Source: an optimization exercise on an open RTL-to-GDS flow (aim: small area, a short achievable clock period and few clock cycles per item). Production flows keep margins and buffers that such runs may drop.
Where RTL was checked, it was by simulation tests only, not by an equivalence proof against the original.

==> v33: inputs <==
// ysyx_22040228multiplier
module ysyx_22040228multiplier (
    input  wire        clk,
    input  wire        rst,
    input  wire        mult_ready,
    input  wire [7:0]  inst_opcode,
    input  wire [63:0] mult_op1,
    input  wire [63:0] mult_op2,
    output wire [63:0] product_val,
    output wire        mult_finish
);
Settings: LEC_CHECK=0, CAP_MARGIN=20, CORE_MARGIN=2, CORE_UTILIZATION=40, PLACE_DENSITY=0.6, SETUP_SLACK_MARGIN=1.5, SLEW_MARGIN=20; clock period 6.5 ns.
run.sh (not shown) runs the stock make flow with config.mk's settings and CLKGATE_MAP_FILE= SYNTH_SCRIPT=/design/flow/synth_recipe.tcl, a recipe that flattens the netlist after the stock synthesis.
==> v15: changes against v33 <==
Settings changed: SETUP_SLACK_MARGIN 1.5 to not set.
==> summary of the runs <==
Between v15 and v33, the lower core utilization is in v15 (gap 6.5 points). Between v33 and v15, the lower fmax is in v15 (gap 11%, measured against v15). Sequential cell count is the same in v15 and v33. Between v15 and v33, the lower final area is in v15 (gap 13%, measured against v33). Against v33, the global-route usage of v15 is lower by 2.9 points. v15 finished clean. v33 went through all stages and came out clean. In v33 the critical path depth is higher than in v15, by 1.
==> figures <==
	v15	v33
Final Worst Setup Slack	0.335 ns	0.953 ns
Layout non-clock buf frac	9.31%	12.9%
Number of cells upsized or downsized after cts	0	390
Unrepaired setup endpoints after global routing	false	true
Top routing layer in use	met4	met5
Data arrival at the endpoint of the critical path	6.54 ns	5.92 ns
Sequential Area	3340 sq um	3370 sq um
Largest incremental delay on the critical path	0.52 ns	0.49 ns
Final design area excluding fillers	30200 sq um	34600 sq um
Status	complete, no violations	complete, no violations
Met1 Routed Length	45700 um	47900 um
Util after Layout	45.2%	51.6%
CP Data Required Time	6.88 ns	6.87 ns
No functional check of the RTL was part of any run of this note.

==> try-garnet <==
Another version of the RTL of ysyx_22040228multiplier (not shown whole).
==> flow/config.mk <==
export PLATFORM = sky130hd
export DESIGN_NAME = ysyx_22040228multiplier
export DESIGN_NICKNAME = ysyx_22040228multiplier
export VERILOG_FILES = /design/flow/design.v
export SDC_FILE = /design/flow/constraint.sdc
export NUM_CORES = 4
export LEC_CHECK = 0
export CAP_MARGIN = 20
export CORE_MARGIN = 2
export CORE_UTILIZATION = 45
export PLACE_DENSITY = 0.7
export SETUP_SLACK_MARGIN = 1.2
export SLEW_MARGIN = 20
==> flow/constraint.sdc <==
create_clock -name core_clock -period 6.5 [get_ports {clk}]
set_input_delay 1.3000 -clock core_clock [delete_from_list [all_inputs] [get_ports {clk}]]
set_output_delay 1.3000 -clock core_clock [all_outputs]
set_load 0.01 [all_outputs]
==> try-onyx: changes against try-garnet <==
--- a/flow/design.v
+++ b/flow/design.v
@@ -10,27 +10,127 @@
 );
     localparam K  = 8;                 
     localparam ND = 4;                 
     localparam G  = 9;                 
     localparam GW = 4;                 
     localparam W  = 73;                
     localparam XW = 74;                
     localparam NB = 9;                 
-    wire op_mul    = (inst_opcode == 8'b00001110);
-    wire op_mulh   = (inst_opcode == 8'b00011100);
-    wire op_mulhsu = (inst_opcode == 8'b00111000);
-    wire op_mulhu  = (inst_opcode == 8'b01110000);
-    wire op_mulw   = (inst_opcode == 8'b11100000);
-    wire pw        = inst_opcode[7];                       
-    wire lowmode   = inst_opcode[7] | ~inst_opcode[4];     
-    wire sa        = ~inst_opcode[6] | inst_opcode[7];     
-    wire sb        = ~inst_opcode[5] | inst_opcode[7];     
+    reg          busy;      
+    reg          stepping;  
+    reg          fin;
+    reg          lsb;       
+    reg          o_lo, o_w, o_hi;   
+    reg          swap_r;
+    reg [GW-1:0] cur;       
+    reg [GW-1:0] last_r;    
+    reg [3*ND-1:0] enc_r;
+    reg [64:0]   mc_r;
+    reg          xl, xm, xf;
+    reg [W-1:0]  v;
+    reg [NB-1:0] pc;
+    wire [64:0]     mc;
+    wire            swap, lowmode, c_lo, c_w, c_hi;
+    wire [GW-1:0]   nm1;
+    wire [3*ND-1:0] enc_first;
+    ysyx_22040228multiplier_prep u_prep (
+        .inst_opcode(inst_opcode), .mult_op1(mult_op1), .mult_op2(mult_op2),
+        .mc(mc), .swap(swap), .lowmode(lowmode), .nm1(nm1), .enc_first(enc_first),
+        .c_lo(c_lo), .c_w(c_w), .c_hi(c_hi));
+    wire start = mult_ready & ~busy;
+    wire is_last = lsb ? (cur == last_r) : (cur == {GW{1'b0}});
+    wire [GW-1:0] nxt = lsb ? cur + 1'b1 : cur - 1'b1;
+    wire [3*ND-1:0] enc_next;
+    ysyx_22040228multiplier_nenc u_nenc (
+        .inst_opcode(inst_opcode), .mult_op1(mult_op1), .mult_op2(mult_op2),
+        .swap(swap_r), .idx(nxt), .enc(enc_next));
+    always @(posedge clk) begin
+        if (rst) begin
+            busy     <= 1'b0;
+            stepping <= 1'b0;
+            fin      <= 1'b0;
+        end else if (start) begin
+            busy     <= 1'b1;
+            stepping <= 1'b1;
+            fin      <= 1'b0;
+        end else if (fin | ~mult_ready) begin
+            busy     <= 1'b0;
+            stepping <= 1'b0;
+            fin      <= 1'b0;
+        end else begin
+            stepping <= stepping & ~is_last;
+            fin      <= stepping & is_last;
+        end
+    end
+    always @(posedge clk) begin
+        mc_r   <= mc;
+        swap_r <= swap;
+        xl     <= ~start & lsb;
+        xm     <= ~start & ~lsb;
+        xf     <= start;
+        if (start) begin
+            o_lo   <= c_lo;
+            o_w    <= c_w;
+            o_hi   <= c_hi;
+            lsb    <= ~lowmode;
+            cur    <= lowmode ? nm1 : {GW{1'b0}};
+            last_r <= nm1;
+            enc_r  <= enc_first;
+        end else begin
+            cur    <= nxt;
+            enc_r  <= enc_next;
+        end
+    end
+    wire [W-1:0]  bs;
+    wire [NB-1:0] bco;
+    ysyx_22040228multiplier_step u_step (
+        .enc(enc_r), .mc(mc_r), .v(v), .pc(pc), .xl(xl), .xm(xm), .xf(xf),
+        .bs(bs), .bco(bco));
+    always @(posedge clk) begin
+        v  <= bs;
+        pc <= {bco[NB-2:0], 1'b0};
+    end
+    ysyx_22040228multiplier_out u_out (
+        .v(v), .pc(pc), .last(last_r), .o_lo(o_lo), .o_w(o_w), .o_hi(o_hi),
+        .product_val(product_val));
+    assign mult_finish = fin;
+endmodule
+module ysyx_22040228multiplier_prep (
+    input  wire [7:0]  inst_opcode,
+    input  wire [63:0] mult_op1,
+    input  wire [63:0] mult_op2,
+    output wire [64:0] mc,
+    output wire        swap,
+    output wire        lowmode,
+    output wire [3:0] nm1,
+    output wire [11:0] enc_first,
+    output wire        c_lo,
+    output wire        c_w,
+    output wire        c_hi
+);
+    localparam K  = 8;                 
+    localparam ND = 4;                 
+    localparam G  = 9;                 
+    localparam GW = 4;                 
+    localparam W  = 73;                
+    localparam XW = 74;                
+    localparam NB = 9;                 
+    assign c_lo = (inst_opcode == 8'b00001110);
+    assign c_w  = (inst_opcode == 8'b11100000);
+    assign c_hi = (inst_opcode == 8'b00011100) | (inst_opcode == 8'b00111000) |
+                  (inst_opcode == 8'b01110000);
+    assign lowmode = inst_opcode[7] | ~inst_opcode[4];     
+    wire pw = inst_opcode[7];                       
+    wire sa = ~inst_opcode[6] | inst_opcode[7];     
+    wire sb = ~inst_opcode[5] | inst_opcode[7];     
     wire [64:0] a65 = pw ? {{33{mult_op1[31]}}, mult_op1[31:0]} : {sa & mult_op1[63], mult_op1};
     wire [64:0] b65 = pw ? {{33{mult_op2[31]}}, mult_op2[31:0]} : {sb & mult_op2[63], mult_op2};
+    wire [XW-1:0] ax = {{(XW-66){a65[64]}}, a65, 1'b0};
+    wire [XW-1:0] bx = {{(XW-66){b65[64]}}, b65, 1'b0};
     function [G-1:0] fitv;
         input [63:0] o;
         input        w;      
         input        sg;     
         integer g, i;
         reg [G-1:0] f64, fu, f32;
         reg o64, z64, o32, z32;
         begin
@@ -51,188 +151,194 @@
             end
             fitv = w ? f32 : (sg ? f64 : fu);
         end
     endfunction
     wire [G-1:0] fits_a = fitv(mult_op1, pw, sa);
     wire [G-1:0] fits_b = fitv(mult_op2, pw, sb);
     wire [G-1:0] top_a = fits_a & ~{fits_a[G-2:0], 1'b0};
     wire [G-1:0] top_b = fits_b & ~{fits_b[G-2:0], 1'b0};
-    wire swap = |(fits_a & ~fits_b);
-    wire [64:0] mc = swap ? b65 : a65;
-    wire [XW-1:0] ax = {{(XW-66){a65[64]}}, a65, 1'b0};
-    wire [XW-1:0] bx = {{(XW-66){b65[64]}}, b65, 1'b0};
+    assign swap = |(fits_a & ~fits_b);
+    assign mc = swap ? b65 : a65;
+    function [3*ND-1:0] benc;
+        input [K:0] b;
+        integer j;
+        reg [2:0] t;
+        begin
+            for (j = 0; j < ND; j = j + 1) begin
+                t = b[2*j +: 3];
+                benc[3*j+2] = t[2];
+                benc[3*j+1] = (t[2] ^ t[1]) & ~(t[1] ^ t[0]);
+                benc[3*j]   = t[1] ^ t[0];
+            end
+        end
+    endfunction
     reg  [K:0]    ga_top, gb_top;
     reg  [GW-1:0] na_m1, nb_m1;
     integer i;
     always @(*) begin
         ga_top = {(K+1){1'b0}};
         gb_top = {(K+1){1'b0}};
         na_m1  = {GW{1'b0}};
         nb_m1  = {GW{1'b0}};
         for (i = 0; i < G; i = i + 1) begin
             ga_top = ga_top | ({(K+1){top_a[i]}} & ax[i*K +: K+1]);
             gb_top = gb_top | ({(K+1){top_b[i]}} & bx[i*K +: K+1]);
             na_m1  = na_m1 | ({GW{top_a[i]}} & i[GW-1:0]);
             nb_m1  = nb_m1 | ({GW{top_b[i]}} & i[GW-1:0]);
         end
     end
-    wire [GW-1:0] nm1 = swap ? na_m1 : nb_m1;
-    wire [GW-1:0] first_idx = lowmode ? nm1 : {GW{1'b0}};
-    reg swap_r;
-    wire [XW-1:0] mpx = swap_r ? ax : bx;
-    function [K:0] grp;
-        input [GW-1:0] g;
-        integer j;
-        begin
-            grp = {(K+1){1'b0}};
-            for (j = 0; j < G; j = j + 1)
-                if (g == j) grp = mpx[j*K +: K+1];
-        end
-    endfunction
+    assign nm1 = swap ? na_m1 : nb_m1;
+    assign enc_first = swap ? (lowmode ? benc(ga_top) : benc(ax[K:0]))
+                            : (lowmode ? benc(gb_top) : benc(bx[K:0]));
+endmodule
+module ysyx_22040228multiplier_nenc (
+    input  wire [7:0]  inst_opcode,
+    input  wire [63:0] mult_op1,
+    input  wire [63:0] mult_op2,
+    input  wire        swap,
+    input  wire [3:0] idx,
+    output wire [11:0] enc
+);
+    localparam K  = 8;                 
+    localparam ND = 4;                 
+    localparam G  = 9;                 
+    localparam GW = 4;                 
+    localparam W  = 73;                
+    localparam XW = 74;                
+    localparam NB = 9;                 
+    wire pw = inst_opcode[7];                       
+    wire sa = ~inst_opcode[6] | inst_opcode[7];     
+    wire sb = ~inst_opcode[5] | inst_opcode[7];     
+    wire [64:0] a65 = pw ? {{33{mult_op1[31]}}, mult_op1[31:0]} : {sa & mult_op1[63], mult_op1};
+    wire [64:0] b65 = pw ? {{33{mult_op2[31]}}, mult_op2[31:0]} : {sb & mult_op2[63], mult_op2};
+    wire [XW-1:0] ax = {{(XW-66){a65[64]}}, a65, 1'b0};
+    wire [XW-1:0] bx = {{(XW-66){b65[64]}}, b65, 1'b0};
     function [3*ND-1:0] benc;
         input [K:0] b;
         integer j;
         reg [2:0] t;
         begin
             for (j = 0; j < ND; j = j + 1) begin
                 t = b[2*j +: 3];
                 benc[3*j+2] = t[2];
                 benc[3*j+1] = (t[2] ^ t[1]) & ~(t[1] ^ t[0]);
                 benc[3*j]   = t[1] ^ t[0];
             end
         end
     endfunction
-    reg          busy;      
-    reg          stepping;  
-    reg          resolve;   
-    reg          fin;
-    reg          lsb;       
-    reg [GW-1:0] cur;       
-    reg [GW-1:0] last_r;    
-    reg [3*ND-1:0] enc_r;
-    reg [64:0]   mc_r;
-    reg [W-1:0]  v;
-    reg [NB-1:0] pc;
-    wire start = mult_ready & ~busy;
-    wire is_last = lsb ? (cur == last_r) : (cur == {GW{1'b0}});
-    wire [GW-1:0] nxt = lsb ? cur + 1'b1 : cur - 1'b1;
-    always @(posedge clk) begin
-        if (rst) begin
-            busy     <= 1'b0;
-            stepping <= 1'b0;
-            resolve  <= 1'b0;
-            fin      <= 1'b0;
-        end else if (start) begin
-            busy     <= 1'b1;
-            stepping <= 1'b1;
-            resolve  <= 1'b0;
-            fin      <= 1'b0;
-        end else if (fin | ~mult_ready) begin
-            busy     <= 1'b0;
-            stepping <= 1'b0;
-            resolve  <= 1'b0;
-            fin      <= 1'b0;
-        end else begin
-            stepping <= stepping & ~is_last;
-            resolve  <= 1'b0;
-            fin      <= stepping & is_last;
-        end
-    end
-    always @(posedge clk) begin
-        mc_r   <= mc;
-        swap_r <= swap;
-        if (start) begin
-            lsb    <= ~lowmode;
-            cur    <= first_idx;
-            last_r <= nm1;
-            enc_r  <= swap ? (lowmode ? benc(ga_top) : benc(ax[K:0]))
-                           : (lowmode ? benc(gb_top) : benc(bx[K:0]));
-        end else begin
-            cur    <= nxt;
-            enc_r  <= benc(grp(nxt));
-        end
+    wire [XW-1:0] mpx = swap ? ax : bx;
+    reg  [K:0] g;
+    integer j;
+    always @(*) begin
+        g = {(K+1){1'b0}};
+        for (j = 0; j < G; j = j + 1)
+            if (idx == j) g = mpx[j*K +: K+1];
     end
+    assign enc = benc(g);
+endmodule
+module ysyx_22040228multiplier_step (
+    input  wire [11:0] enc,
+    input  wire [64:0] mc,
+    input  wire [72:0] v,
+    input  wire [8:0] pc,
+    input  wire        xl,     
+    input  wire        xm,     
+    input  wire        xf,     
+    output wire [72:0] bs,
+    output wire [8:0] bco
+);
+    localparam K  = 8;                 
+    localparam ND = 4;                 
+    localparam G  = 9;                 
+    localparam GW = 4;                 
+    localparam W  = 73;                
+    localparam XW = 74;                
+    localparam NB = 9;                 
     reg  [66*ND-1:0] rows;
     reg  [ND-1:0]    ng;
     reg  [65:0]      sel;
     integer d;
     always @(*) begin
         for (d = 0; d < ND; d = d + 1) begin
-            sel = ({66{enc_r[3*d]}} & {mc_r[64], mc_r}) | ({66{enc_r[3*d+1]}} & {mc_r, 1'b0});
-            sel = sel ^ {66{enc_r[3*d+2]}};
+            sel = ({66{enc[3*d]}} & {mc[64], mc}) | ({66{enc[3*d+1]}} & {mc, 1'b0});
+            sel = sel ^ {66{enc[3*d+2]}};
             rows[66*d +: 66] = {~sel[65], sel[64:0]};
-            ng[d] = enc_r[3*d+2];
+            ng[d] = enc[3*d+2];
         end
     end
-    reg xl, xm, xf;
-    always @(posedge clk) begin
-        xl <= ~start & lsb;
-        xm <= ~start & ~lsb;
-        xf <= start;
-    end
     localparam [W-1:0] BETA = {{(W-65){1'b0}}, 1'b1, 64'd0};
     wire [W-1:0] x = ({W{xl}} & {{K{1'b0}}, v[W-1:K]}) |
                      ({W{xm}} & {v[W-1-K:0], {K{1'b0}}}) |
                      ({W{xf}} & BETA);
     wire [NB-1:0] cin = ({NB{xl}} & {1'b0, pc[NB-1:1]}) |
                         ({NB{xm}} & {pc[NB-2:0], 1'b0});
     wire e = xl & pc[0] & (&v[K-1:0]);
     wire [W-1:0] cs_s, cs_c;
     ysyx_22040228multiplier_csa u_csa (
         .r0(rows[0 +: 66]), .r1(rows[66 +: 66]), .r2(rows[132 +: 66]), .r3(rows[198 +: 66]),
         .ng(ng), .x(x), .e(e), .cin(cin), .s(cs_s), .c(cs_c));
-    wire [W-1:0]  bs;
-    wire [NB-1:0] bco;
     assign {bco[0], bs[7:0]} = {1'b0, cs_s[7:0]} + {1'b0, cs_c[7:0]};
     assign {bco[1], bs[15:8]} = {1'b0, cs_s[15:8]} + {1'b0, cs_c[15:8]};
     assign {bco[2], bs[23:16]} = {1'b0, cs_s[23:16]} + {1'b0, cs_c[23:16]};
     assign {bco[3], bs[31:24]} = {1'b0, cs_s[31:24]} + {1'b0, cs_c[31:24]};
     assign {bco[4], bs[39:32]} = {1'b0, cs_s[39:32]} + {1'b0, cs_c[39:32]};
     assign {bco[5], bs[47:40]} = {1'b0, cs_s[47:40]} + {1'b0, cs_c[47:40]};
     assign {bco[6], bs[55:48]} = {1'b0, cs_s[55:48]} + {1'b0, cs_c[55:48]};
     assign {bco[7], bs[63:56]} = {1'b0, cs_s[63:56]} + {1'b0, cs_c[63:56]};
     assign {bco[8], bs[72:64]} = {1'b0, cs_s[72:64]} + {1'b0, cs_c[72:64]};
+endmodule
+module ysyx_22040228multiplier_out (
+    input  wire [72:0] v,
+    input  wire [8:0] pc,
+    input  wire [3:0] last,
+    input  wire        o_lo,
+    input  wire        o_w,
+    input  wire        o_hi,
+    output wire [63:0] product_val
+);
+    localparam K  = 8;                 
+    localparam ND = 4;                 
+    localparam G  = 9;                 
+    localparam GW = 4;                 
+    localparam W  = 73;                
+    localparam XW = 74;                
+    localparam NB = 9;                 
     wire [W-1:0] pcx;
     assign pcx = {1'b0, 1'b0, 1'b0, 1'b0, 1'b0, 1'b0, 1'b0, 1'b0, pc[8], 1'b0, 1'b0, 1'b0, 1'b0, 1'b0, 1'b0, 1'b0, pc[7], 1'b0, 1'b0, 1'b0, 1'b0, 1'b0, 1'b0, 1'b0, pc[6], 1'b0, 1'b0, 1'b0, 1'b0, 1'b0, 1'b0, 1'b0, pc[5], 1'b0, 1'b0, 1'b0, 1'b0, 1'b0, 1'b0, 1'b0, pc[4], 1'b0, 1'b0, 1'b0, 1'b0, 1'b0, 1'b0, 1'b0, pc[3], 1'b0, 1'b0, 1'b0, 1'b0, 1'b0, 1'b0, 1'b0, pc[2], 1'b0, 1'b0, 1'b0, 1'b0, 1'b0, 1'b0, 1'b0, pc[1], 1'b0, 1'b0, 1'b0, 1'b0, 1'b0, 1'b0, 1'b0, pc[0]};
     wire [W-1:0] r;
     ysyx_22040228multiplier_add u_add (.a(v), .b(pcx), .ci(1'b0), .s(r));
     wire [W-1:0] t = {~r[W-1], r[W-2:0]};
     wire [63:0] ash0 = {{55{t[W-1]}}, t[W-1:64]};
     wire [63:0] ash1 = {{47{t[W-1]}}, t[W-1:56]};
     wire [63:0] ash2 = {{39{t[W-1]}}, t[W-1:48]};
     wire [63:0] ash3 = {{31{t[W-1]}}, t[W-1:40]};
     wire [63:0] ash4 = {{23{t[W-1]}}, t[W-1:32]};
     wire [63:0] ash5 = {{15{t[W-1]}}, t[W-1:24]};
     wire [63:0] ash6 = {{7{t[W-1]}}, t[W-1:16]};
     wire [63:0] ash7 = t[71:8];
     wire [63:0] ash8 = t[63:0];
     reg  [63:0] hi;
     always @(*) begin
-        case (last_r)
+        case (last)
             4'd0: hi = ash0;
             4'd1: hi = ash1;
             4'd2: hi = ash2;
             4'd3: hi = ash3;
             4'd4: hi = ash4;
             4'd5: hi = ash5;
             4'd6: hi = ash6;
             4'd7: hi = ash7;
             4'd8: hi = ash8;
             default: hi = ash0;
         endcase
     end
-    always @(posedge clk) begin
-        v  <= bs;
-        pc <= {bco[NB-2:0], 1'b0};
-    end
-    assign product_val = op_mul  ? r[63:0] :
-                         op_mulw ? {{32{r[31]}}, r[31:0]} :
-                         (op_mulh | op_mulhsu | op_mulhu) ? hi : 64'd0;
-    assign mult_finish = fin;
+    assign product_val = ({64{o_lo}} & r[63:0]) |
+                         ({64{o_w}}  & {{32{r[31]}}, r[31:0]}) |
+                         ({64{o_hi}} & hi);
 endmodule
 module ysyx_22040228multiplier_csa (
     input  wire [65:0] r0, r1, r2, r3,
     input  wire [3:0] ng,
     input  wire [72:0] x,
     input  wire        e,
     input  wire [8:0] cin,
     output wire [72:0] s,
CORE_UTILIZATION = 40   (was 45)
PLACE_DENSITY = 0.6   (was 0.7)
SETUP_SLACK_MARGIN = not set   (was 1.2)
==> try-tundra: changes against try-garnet <==
CORE_UTILIZATION = 40   (was 45)
PLACE_DENSITY = 0.6   (was 0.7)
SETUP_SLACK_MARGIN = not set   (was 1.2)
==> try-raven: changes against try-garnet <==
CORE_UTILIZATION = 40   (was 45)
PLACE_DENSITY = 0.6   (was 0.7)
SETUP_SLACK_MARGIN = 1.4   (was 1.2)
==> results.tsv <==
stage	metric	value	unit
status	status	no timing/DRC/antenna violations	
critical_path	worst-path fanout max	9	
finish	antenna fix cells	1	
sta	fmax	164.3	MHz
floorplanning	Die ar.	73080	sq um
critical_path	RR Startpoint	enc_r[11]	
sta	unrepaired setup endpoints after global routing	no	
the above is filed under try-tundra

==> results.tsv <==
stage	metric	value	unit
status	status	no timing/DRC/antenna violations	
critical_path	worst-path fanout max	3	
sta	fmax	185.2	MHz
critical_path	Critical Path Stages	17	
floorplanning	FP Rows	92	
global_route	initial antenna violation count	0	
sta	hold slack	0.4556	ns
floorplanning	Die ar.	65080	sq um
synthesis	Synth Area in Adders	0.2209	
the above is filed under try-garnet

==> results.tsv <==
stage	metric	value	unit
sta	unrepaired setup endpoints after global routing	no	
sta	fmax	158.8	MHz
finish	antenna fix cells	0	
floorplanning	Die ar.	70710	sq um
status	status	no timing/DRC/antenna violations	
the above is filed under try-onyx

==> results.tsv <==
stage	metric	value	unit
status	status	no timing/DRC/antenna violations	
floorplanning	tap cells	940	
critical_path	Critical Path Stages	16	
finish	share of the core filled with cells	0.4749	
finish	antenna fix cells	1	
critical_path	Worst EP required	5.20	ns
sta	unrepaired setup endpoints after global routing	yes	
sta	fmax	188.9	MHz
critical_path	RR Startpoint	enc_r[2]	
the above is filed under try-raven

Testbench counts of try-garnet, summed over its fixed seeds: cycles 16,163, items 3,200.
Testbench counts of try-onyx, summed over its fixed seeds: cycles 16,163, items 3,200.
Testbench counts of try-tundra, summed over its fixed seeds: cycles 16,163, items 3,200.
Testbench counts of try-raven, summed over its fixed seeds: cycles 16,163, items 3,200.

-- separate check: timing with driven ports --
In the flow no input, the clock included, has a driving cell. The finished layouts below were timed again as built, in two steps. Step 1 assumes that a clkbuf_16 drives the clock port and a buf_2 every other input. Step 2 moves the port delays by t, midway between the first and last clock arrival at a register: inputs arrive t later, outputs are due t later. That takes back most of the time a late clock gives input paths. a / b / c = no drivers / after step 1 / after step 2; a / b = the first two.
run | t, ns | setup WS [ns] | latest minus earliest clock arrival (ns)
v33 | 0.515 | 0.953 / 0.953 / 0.953 | 0.011 / 0.010
v15 | 0.495 | 0.335 / 0.335 / 0.335 | 0.012 / 0.012
try-garnet | 0.550 | 1.100 / 1.041 / 0.827 | 0.019 / 0.019
try-onyx | 0.559 | 0.202 / 0.140 / 0.699 | 0.036 / 0.037
try-tundra | 0.547 | 0.413 / 0.352 / 0.529 | 0.017 / 0.016
try-raven | 0.546 | 1.206 / 1.145 / 0.943 | 0.016 / 0.015
After both steps every run listed still meets setup and hold. For try-garnet, which loses most, drivers alone change the setup slack by -0.059 ns; drivers and shift together by -0.273 ns.
